Background: an optimization exercise with open tools, aiming at small area. Do not read the settings as production practice.
Function was checked by simulation only, so behaviour that the tests miss may differ from the original.
No activity file was given, so power comes from the tool's default toggle rates.

==> job 4834: inputs <==
==> flow/design.v <==
module useless_boxes(input  logic       clk,
                     input  logic       reset,
                     input  logic [9:0] switch,
                     output logic [9:0] PWM);
	logic [14:0] count;
	always_ff @(posedge clk)
		if (reset || count == 15'd20000) count <= 15'd0;
		else count <= count + 15'd1;
	logic lt3200, lt1500;
	assign lt3200 = count < 15'd3200;
	assign lt1500 = count < 15'd1500;
	logic frame0;
	assign frame0 = reset || count == 15'd20000;
	logic [5:0] rq, rf;
	logic [4:0] rs;
	logic [4:0] kq, kf;
	logic [5:0] ks;
	logic goq, gos, gof;
	assign goq = count[11:0] >= 12'd2496;   
	assign gos = count[11:0] >= 12'd1728;   
	assign gof = count[11:0] >= 12'd1984;   
	always_ff @(posedge clk)
		if (frame0) begin
			rq <= 6'd14;   
			rs <= 5'd9;    
			rf <= 6'd19;   
			kq <= 5'd20;
			ks <= 6'd50;
			kf <= 5'd20;
		end else begin
			rq <= (rq == 6'd0) ? 6'd34 : rq - 6'd1;
			rs <= (rs == 5'd0) ? 5'd28 : rs - 5'd1;
			rf <= (rf == 6'd0) ? 6'd59 : rf - 6'd1;
			if (rq == 6'd0 && goq) kq <= kq - 5'd1;
			if (rs == 5'd0 && gos) ks <= ks - 6'd1;
			if (rf == 6'd0 && gof) kf <= kf - 5'd1;
		end
	genvar i;
	generate
		for (i = 0; i < 10; i = i + 1) begin : box_gen_loop
			useless_box box(.clk(clk), .reset(reset), .sw(switch[i]),
			                .lt3200(lt3200), .lt1500(lt1500),
			                .kq(kq), .ks(ks), .kf(kf), .PWM(PWM[i]));
		end
	endgenerate
endmodule
module useless_box(input  logic       clk,
                   input  logic       reset,
                   input  logic       sw,
                   input  logic       lt3200,
                   input  logic       lt1500,
                   input  logic [4:0] kq, kf,
                   input  logic [5:0] ks,
                   output logic       PWM);
	logic w, h;
	always_ff @(posedge clk) begin
		w <= !reset && !w && !h && sw;
		h <= !reset && (w || (h && sw));
	end
	logic [2:0] s;
	always_ff @(posedge clk)
		if (reset) s <= 3'd1;
		else if (w) s <= {s[1:0], s[2] ^ s[1]};
	localparam logic [16:0] CLR = 17'h00204;
	localparam logic [16:0] INV = 17'h0AAAA;
	logic [16:0] r, q, qn;
	logic z, step;
	assign q = r ^ INV;
	assign z = (q[15:0] == 16'd0);
	assign step = z & !q[16];
	assign qn = {q[15:0], q[16] ^ q[13] ^ z};
	always_ff @(posedge clk)
		if (reset || w) r <= CLR ^ INV;
		else r <= qn ^ INV;
	logic [5:0] n;
	logic sat;
	assign sat = n[5] & n[4] & n[2];   
	always_ff @(posedge clk)
		if (reset || w) n <= 6'd0;
		else if (step && !sat) n <= n + 6'd1;
	logic [5:0] k;
	assign k = s[1] ? (s[0] ? {1'b0, kf} : ks) : {1'b0, kq};
	logic [6:0] c;
	assign c[0] = 1'b0;
	genvar j;
	generate
		for (j = 0; j < 6; j = j + 1) begin : cmp
			assign c[j+1] = (n[j] & !k[j]) | (n[j] & c[j]) | (!k[j] & c[j]);
		end
	endgenerate
	logic act;
	assign act = sw & !w;
	always_ff @(posedge clk)
		PWM <= lt3200 & (!act | lt1500 | !c[6]);
endmodule
==> flow/run.sh <==
#!/bin/bash
# synth_recipe.tcl (not shown) runs the flow's synth.tcl, then flattens the netlist and writes it again
# the make line also repeats each setting of config.mk as NAME=value (left out here)
make -C /OpenROAD-flow-scripts/flow DESIGN_CONFIG=/design/flow/config.mk WORK_HOME=/design/flow/orfs CLKGATE_MAP_FILE= SYNTH_SCRIPT=/design/flow/synth_recipe.tcl finish
==> flow/config.mk <==
export PLATFORM = sky130hd
export DESIGN_NAME = useless_boxes
export DESIGN_NICKNAME = useless_boxes
export VERILOG_FILES = /design/flow/design.v
export SDC_FILE = /design/flow/constraint.sdc
export NUM_CORES = 4
export LEC_CHECK = 0
export CAP_MARGIN = 20
export CORE_MARGIN = 2
export CORE_UTILIZATION = 40
export CTS_BUF_LIST = sky130_fd_sc_hd__clkbuf_8
export CTS_CLUSTER_SIZE = 30
export PLACE_DENSITY = 0.6
export SLEW_MARGIN = 20
==> flow/constraint.sdc <==
create_clock -name core_clock -period 10.0 [get_ports {clk}]
set_input_delay 2.0000 -clock core_clock [delete_from_list [all_inputs] [get_ports {clk}]]
set_output_delay 2.0000 -clock core_clock [all_outputs]
set_load 0.01 [all_outputs]
==> job 8152: changes against job 4834 <==
--- a/flow/design.v
+++ b/flow/design.v
@@ -3,36 +3,39 @@
                      input  logic [9:0] switch,
                      output logic [9:0] PWM);
-	logic [14:0] count;
+	logic signed [9:0] fa;
+	logic [5:0] fb;
+	logic frame0;
+	assign frame0 = reset || (fa == -10'sd281 && fb == 6'd0);   
 	always_ff @(posedge clk)
-		if (reset || count == 15'd20000) count <= 15'd0;
-		else count <= count + 15'd1;
+		if (frame0) begin
+			fa <= 10'sd53;   
+			fb <= 6'd40;
+		end else if (fb == 6'd59) begin
+			fa <= fa - 10'sd1;
+			fb <= 6'd0;
+		end else
+			fb <= fb + 6'd1;
 	logic lt3200, lt1500;
-	assign lt3200 = count < 15'd3200;
-	assign lt1500 = count < 15'd1500;
-	logic frame0;
-	assign frame0 = reset || count == 15'd20000;
-	logic [5:0] rq, rf;
+	assign lt3200 = !fa[9];
+	assign lt1500 = fa > 10'sd28 || (fa == 10'sd28 && fb < 6'd40);
+	logic [5:0] rq;
 	logic [4:0] rs;
 	logic [4:0] kq, kf;
 	logic [5:0] ks;
-	logic goq, gos, gof;
-	assign goq = count[11:0] >= 12'd2496;   
-	assign gos = count[11:0] >= 12'd1728;   
-	assign gof = count[11:0] >= 12'd1984;   
+	logic goq, gos;
+	assign kf = (fa[4:0] > 5'd20) ? 5'd20 : fa[4:0];   
+	assign goq = fa < 10'sd12;                               
+	assign gos = fa < 10'sd24 || (fa == 10'sd24 && fb > 6'd20);   
 	always_ff @(posedge clk)
 		if (frame0) begin
 			rq <= 6'd14;   
 			rs <= 5'd9;    
-			rf <= 6'd19;   
 			kq <= 5'd20;
 			ks <= 6'd50;
-			kf <= 5'd20;
 		end else begin
 			rq <= (rq == 6'd0) ? 6'd34 : rq - 6'd1;
 			rs <= (rs == 5'd0) ? 5'd28 : rs - 5'd1;
-			rf <= (rf == 6'd0) ? 6'd59 : rf - 6'd1;
 			if (rq == 6'd0 && goq) kq <= kq - 5'd1;
 			if (rs == 5'd0 && gos) ks <= ks - 6'd1;
-			if (rf == 6'd0 && gof) kf <= kf - 5'd1;
 		end
 	genvar i;
@@ -80,5 +83,5 @@
 		else if (step && !sat) n <= n + 6'd1;
 	logic [5:0] k;
-	assign k = s[1] ? (s[0] ? {1'b0, kf} : ks) : {1'b0, kq};
+	assign k = ({6{!s[1]}} & {1'b0, kq}) | ({6{s[1] & !s[0]}} & ks) | ({6{s[1] & s[0]}} & {1'b0, kf});
 	logic [6:0] c;
 	assign c[0] = 1'b0;
==> flow/flow/run.sh (new file) <==
#!/bin/bash
set -uo pipefail
work=$(pwd)
bash standard.sh \
  "SYNTH_SCRIPT=$work/flow/area_synth.tcl" \
  "CTS_ARGS=-sink_clustering_enable -repair_clock_nets -dont_use_dummy_load -buf_list sky130_fd_sc_hd__clkbuf_4 -sink_clustering_size 10 -sink_clustering_max_diameter 50" \
  finish > standard.log 2>&1
==> flow/flow/area.abc (new file) <==
strash
&get -n
&fraig -x
&put
scorr
dc2
strash
balance
rewrite
refactor
balance
rewrite
rewrite -z
balance
refactor -z
rewrite -z
balance
&get -n
&dch -f
&nf -R 1000 -a
&put
strash
balance
rewrite
refactor
balance
rewrite
rewrite -z
balance
refactor -z
rewrite -z
balance
&get -n
&dch -f
&nf -R 1000 -a
&put
topo
stime -c
==> flow/flow/area_synth.tcl (new file) <==
# The standard synthesis (synth_recipe.tcl, sourced unchanged), except
# that ABC maps the logic with the area-oriented script area.abc beside
# this file. Registers, their names and cell types are not affected: ABC
# only remaps the combinational logic between them.
set area_abc [file join [file dirname [file normalize [info script]]] area.abc]
proc abc {args} {
  global area_abc
  set i [lsearch -exact $args -script]
  if {$i >= 0} {
    set args [lreplace $args $i [expr {$i + 1}] -script $area_abc]
  }
  yosys abc {*}$args
}
source [file join [file dirname [file dirname $area_abc]] synth_recipe.tcl]
==> flow/standard.sh (new file) <==
#!/bin/bash
# synth_recipe.tcl (not shown) runs the flow's synth.tcl, then flattens the netlist and writes it again
# the make line also repeats each setting of config.mk as NAME=value (left out here)
make -C /OpenROAD-flow-scripts/flow DESIGN_CONFIG=/design/flow/config.mk WORK_HOME=/design/flow/orfs CLKGATE_MAP_FILE= SYNTH_SCRIPT=/design/flow/synth_recipe.tcl "${@:-finish}"
CTS_BUF_LIST = default   (was sky130_fd_sc_hd__clkbuf_8)
CTS_CLUSTER_SIZE = default   (was 30)
removed: flow/run.sh
==> job 9009: changes against job 4834 <==
--- a/flow/design.v
+++ b/flow/design.v
@@ -10,30 +10,14 @@
 	assign lt3200 = count < 15'd3200;
 	assign lt1500 = count < 15'd1500;
-	logic frame0;
-	assign frame0 = reset || count == 15'd20000;
-	logic [5:0] rq, rf;
-	logic [4:0] rs;
-	logic [4:0] kq, kf;
-	logic [5:0] ks;
-	logic goq, gos, gof;
-	assign goq = count[11:0] >= 12'd2496;   
-	assign gos = count[11:0] >= 12'd1728;   
-	assign gof = count[11:0] >= 12'd1984;   
-	always_ff @(posedge clk)
-		if (frame0) begin
-			rq <= 6'd14;   
-			rs <= 5'd9;    
-			rf <= 6'd19;   
-			kq <= 5'd20;
-			ks <= 6'd50;
-			kf <= 5'd20;
-		end else begin
-			rq <= (rq == 6'd0) ? 6'd34 : rq - 6'd1;
-			rs <= (rs == 5'd0) ? 5'd28 : rs - 5'd1;
-			rf <= (rf == 6'd0) ? 6'd59 : rf - 6'd1;
-			if (rq == 6'd0 && goq) kq <= kq - 5'd1;
-			if (rs == 5'd0 && gos) ks <= ks - 6'd1;
-			if (rf == 6'd0 && gof) kf <= kf - 5'd1;
-		end
+	logic [11:0] x;
+	assign x = 12'd3199 - count[11:0];
+	logic [5:0] kq, ks, kf;
+	logic [5:0] dq, ds, df;
+	assign dq = x / 12'd35;
+	assign ds = x / 12'd29;
+	assign df = x / 12'd60;
+	assign kq = (dq > 6'd20) ? 6'd20 : dq;
+	assign ks = (ds > 6'd50) ? 6'd50 : ds;
+	assign kf = (df > 6'd20) ? 6'd20 : df;
 	genvar i;
 	generate
@@ -50,6 +34,5 @@
                    input  logic       lt3200,
                    input  logic       lt1500,
-                   input  logic [4:0] kq, kf,
-                   input  logic [5:0] ks,
+                   input  logic [5:0] kq, ks, kf,
                    output logic       PWM);
 	logic w, h;
@@ -80,16 +63,13 @@
 		else if (step && !sat) n <= n + 6'd1;
 	logic [5:0] k;
-	assign k = s[1] ? (s[0] ? {1'b0, kf} : ks) : {1'b0, kq};
-	logic [6:0] c;
-	assign c[0] = 1'b0;
-	genvar j;
-	generate
-		for (j = 0; j < 6; j = j + 1) begin : cmp
-			assign c[j+1] = (n[j] & !k[j]) | (n[j] & c[j]) | (!k[j] & c[j]);
-		end
-	endgenerate
+	always_comb
+		case (s[1:0])
+			2'b10: k = ks;
+			2'b11: k = kf;
+			default: k = kq;
+		endcase
 	logic act;
 	assign act = sw & !w;
 	always_ff @(posedge clk)
-		PWM <= lt3200 & (!act | lt1500 | !c[6]);
+		PWM <= lt3200 & (!act | lt1500 | (n <= k));
 endmodule
CTS_BUF_LIST = default   (was sky130_fd_sc_hd__clkbuf_8)
CTS_CLUSTER_SIZE = default   (was 30)
==> job 5404: changes against job 4834 <==
--- a/flow/design.v
+++ b/flow/design.v
@@ -3,36 +3,45 @@
                      input  logic [9:0] switch,
                      output logic [9:0] PWM);
-	logic [14:0] count;
+	logic signed [9:0] fa;
+	logic [5:0] fb;
+	logic frame0;
+	logic fa_last, fb_last;
+	assign fa_last = !fa[8] && fa[6] && !fa[4] && !fa[3];
+	assign fb_last = fb[5] && fb[4] && fb[3] && fb[1] && fb[0];
+	assign frame0 = reset || (fa_last && fb == 6'd0);   
 	always_ff @(posedge clk)
-		if (reset || count == 15'd20000) count <= 15'd0;
-		else count <= count + 15'd1;
+		if (frame0) begin
+			fa <= 10'sd53;   
+			fb <= 6'd40;
+		end else if (fb_last) begin
+			fa <= fa - 10'sd1;
+			fb <= 6'd0;
+		end else
+			fb <= fb + 6'd1;
 	logic lt3200, lt1500;
-	assign lt3200 = count < 15'd3200;
-	assign lt1500 = count < 15'd1500;
-	logic frame0;
-	assign frame0 = reset || count == 15'd20000;
-	logic [5:0] rq, rf;
+	assign lt3200 = !fa[9];
+	assign lt1500 = fa > 10'sd28 || (fa == 10'sd28 && fb < 6'd40);
+	logic [5:0] rq;
 	logic [4:0] rs;
 	logic [4:0] kq, kf;
 	logic [5:0] ks;
-	logic goq, gos, gof;
-	assign goq = count[11:0] >= 12'd2496;   
-	assign gos = count[11:0] >= 12'd1728;   
-	assign gof = count[11:0] >= 12'd1984;   
+	logic goq, gos;
+	assign kf = (fa[4:0] > 5'd20) ? 5'd20 : fa[4:0];   
+	assign goq = fa < 10'sd12;                               
+	assign gos = fa < 10'sd24 || (fa == 10'sd24 && fb > 6'd20);   
+	logic evq, evs;
+	assign evq = &rq;
+	assign evs = &rs;
 	always_ff @(posedge clk)
 		if (frame0) begin
-			rq <= 6'd14;   
-			rs <= 5'd9;    
-			rf <= 6'd19;   
+			rq <= 6'b110110;   
+			rs <= 5'b10010;    
 			kq <= 5'd20;
 			ks <= 6'd50;
-			kf <= 5'd20;
 		end else begin
-			rq <= (rq == 6'd0) ? 6'd34 : rq - 6'd1;
-			rs <= (rs == 5'd0) ? 5'd28 : rs - 5'd1;
-			rf <= (rf == 6'd0) ? 6'd59 : rf - 6'd1;
-			if (rq == 6'd0 && goq) kq <= kq - 5'd1;
-			if (rs == 5'd0 && gos) ks <= ks - 6'd1;
-			if (rf == 6'd0 && gof) kf <= kf - 5'd1;
+			rq <= evq ? 6'b101000 : {rq[4:0], rq[5] ^ rq[4]};
+			rs <= evs ? 5'b11000 : {rs[3:0], rs[4] ^ rs[2]};
+			if (evq && goq) kq <= kq - 5'd1;
+			if (evs && gos) ks <= ks - 6'd1;
 		end
 	genvar i;
@@ -80,5 +89,5 @@
 		else if (step && !sat) n <= n + 6'd1;
 	logic [5:0] k;
-	assign k = s[1] ? (s[0] ? {1'b0, kf} : ks) : {1'b0, kq};
+	assign k = ({6{!s[1]}} & {1'b0, kq}) | ({6{s[1] & !s[0]}} & ks) | ({6{s[1] & s[0]}} & {1'b0, kf});
 	logic [6:0] c;
 	assign c[0] = 1'b0;
==> flow/flow/run.sh (new file) <==
#!/bin/bash
# Layout: the standard flow (standard.sh) with these changes:
#  - synthesis is synth_recipe.tcl unchanged except that ABC maps the
#    combinational logic with the area-oriented script area.abc
#    (area_synth.tcl); registers and their names are untouched;
#  - adders are left to ABC instead of being mapped to half/full-adder
#    cells beforehand (ADDER_MAP_FILE empty);
#  - the input and output ports are buffered with buf_1 cells;
set -uo pipefail
work=$(pwd)
bash standard.sh \
  "SYNTH_SCRIPT=$work/flow/area_synth.tcl" \
  "ADDER_MAP_FILE=" \
  "BUFFER_PORTS_ARGS=-inputs -outputs -buffer_cell sky130_fd_sc_hd__buf_1" \
  "CTS_ARGS=-sink_clustering_enable -repair_clock_nets -dont_use_dummy_load -buf_list {sky130_fd_sc_hd__clkbuf_2 sky130_fd_sc_hd__clkbuf_4} -sink_clustering_size 10 -sink_clustering_max_diameter 50" \
  finish > standard.log 2>&1
==> flow/flow/area.abc (new file) <==
strash
&get -n
&fraig -x
&put
scorr
dc2
strash
balance
rewrite
refactor
balance
rewrite
rewrite -z
balance
refactor -z
rewrite -z
balance
&get -n
&dch -f
&nf -R 3000 -a -E 50
&put
strash
dc2
balance
rewrite
refactor
balance
rewrite
rewrite -z
balance
refactor -z
rewrite -z
balance
&get -n
&dch -f
&nf -R 3000 -a -E 50
&put
topo
stime -c
==> flow/flow/area_synth.tcl (new file) <==
# The standard synthesis (synth_recipe.tcl, sourced unchanged), except
# that ABC maps the logic with the area-oriented script area.abc beside
# this file. Registers, their names and cell types are not affected: ABC
# only remaps the combinational logic between them.
set area_abc [file join [file dirname [file normalize [info script]]] area.abc]
proc abc {args} {
  global area_abc
  set i [lsearch -exact $args -script]
  if {$i >= 0} {
    set args [lreplace $args $i [expr {$i + 1}] -script $area_abc]
  }
  yosys abc {*}$args
}
source [file join [file dirname [file dirname $area_abc]] synth_recipe.tcl]
==> flow/standard.sh (new file) <==
#!/bin/bash
# synth_recipe.tcl (not shown) runs the flow's synth.tcl, then flattens the netlist and writes it again
# the make line also repeats each setting of config.mk as NAME=value (left out here)
make -C /OpenROAD-flow-scripts/flow DESIGN_CONFIG=/design/flow/config.mk WORK_HOME=/design/flow/orfs CLKGATE_MAP_FILE= SYNTH_SCRIPT=/design/flow/synth_recipe.tcl "${@:-finish}"
CTS_BUF_LIST = default   (was sky130_fd_sc_hd__clkbuf_8)
CTS_CLUSTER_SIZE = default   (was 30)
removed: flow/run.sh
==> comparison table <==
metric	job 4834	job 5404	job 8152	job 9009
Outcome	finished clean	finished clean	finished clean	finished clean
Worst Setup Path Type	reg -> out	reg -> reg	reg -> out	reg -> reg
Worst R2R Start	kf[0]	fa[4]	fa[4]	count[7]
Core footprint	33700 um^2	27710 um^2	29480 um^2	41760 um^2
Crit. Startpoint	box_gen_loop[2].box.PWM	fa[4]	box_gen_loop[3].box.PWM	count[7]
Worst Setup End Kind	primary output	flip-flop	primary output	flip-flop
Met3 wire length	1.081 mm	1.459 mm	1.164 mm	2.188 mm
Reg2reg setup slack	7.66 ns	6.77 ns	6.89 ns	0.72 ns
Antenna Diode Count	0	1	1	0
Detailed-route wire length	27.68 mm	24.10 mm	25.39 mm	42.21 mm
Post-Route Utilization	45.13%	43.48%	43.59%	44.48%
Top class by area	sequential cells	sequential cells	sequential cells	multi-input combinational cells
Last weighted congestion value of the routability-driven placer	0.7597	0.8019	0.7751	0.9252
WP depth	1	8	1	34
Power Density	184.6 nW/um^2	172.1 nW/um^2	163.8 nW/um^2	147.1 nW/um^2
Rows	67	61	63	75
Capturing element of the worst setup path	PWM[2]	box_gen_loop[2].box.PWM	PWM[3]	box_gen_loop[7].box.PWM

separate check: timing with driven ports:
In the flow no input, the clock included, has a driving cell. The finished layouts below were timed again as built, in two steps. Step 1 sets driving cells, clkbuf_16 on the clock port and buf_2 on the other inputs (assumed; they add their load-dependent delay and slew). Step 2 times the ports against the registers' clock, not the clock port: input delays grow and output delays shrink by t, the midpoint of the rising clock arrivals with the driver on. Slacks: ideal / step 1 / step 2; pairs: ideal / step 1.
run	t, ns	setup WS [ns]	latest minus earliest clock arrival (ns)	worst slew at a driven data input, ns	pins driven straight from the clock port
job 4834	0.627	6.535 / 6.492 / 6.139	0.033 / 0.033	0.04	1
job 8152	0.670	6.476 / 6.437 / 6.346	0.052 / 0.052	0.03	1
job 9009	0.574	0.719 / 0.719 / 0.719	0.019 / 0.018	0.04	1
job 5404	0.667	6.770 / 6.770 / 6.379	0.049 / 0.050	0.04	1
After both steps every run listed still meets setup and hold. The setup slack of job 4834, which loses most, moves by -0.043 ns with the drivers and by -0.396 ns with both steps.
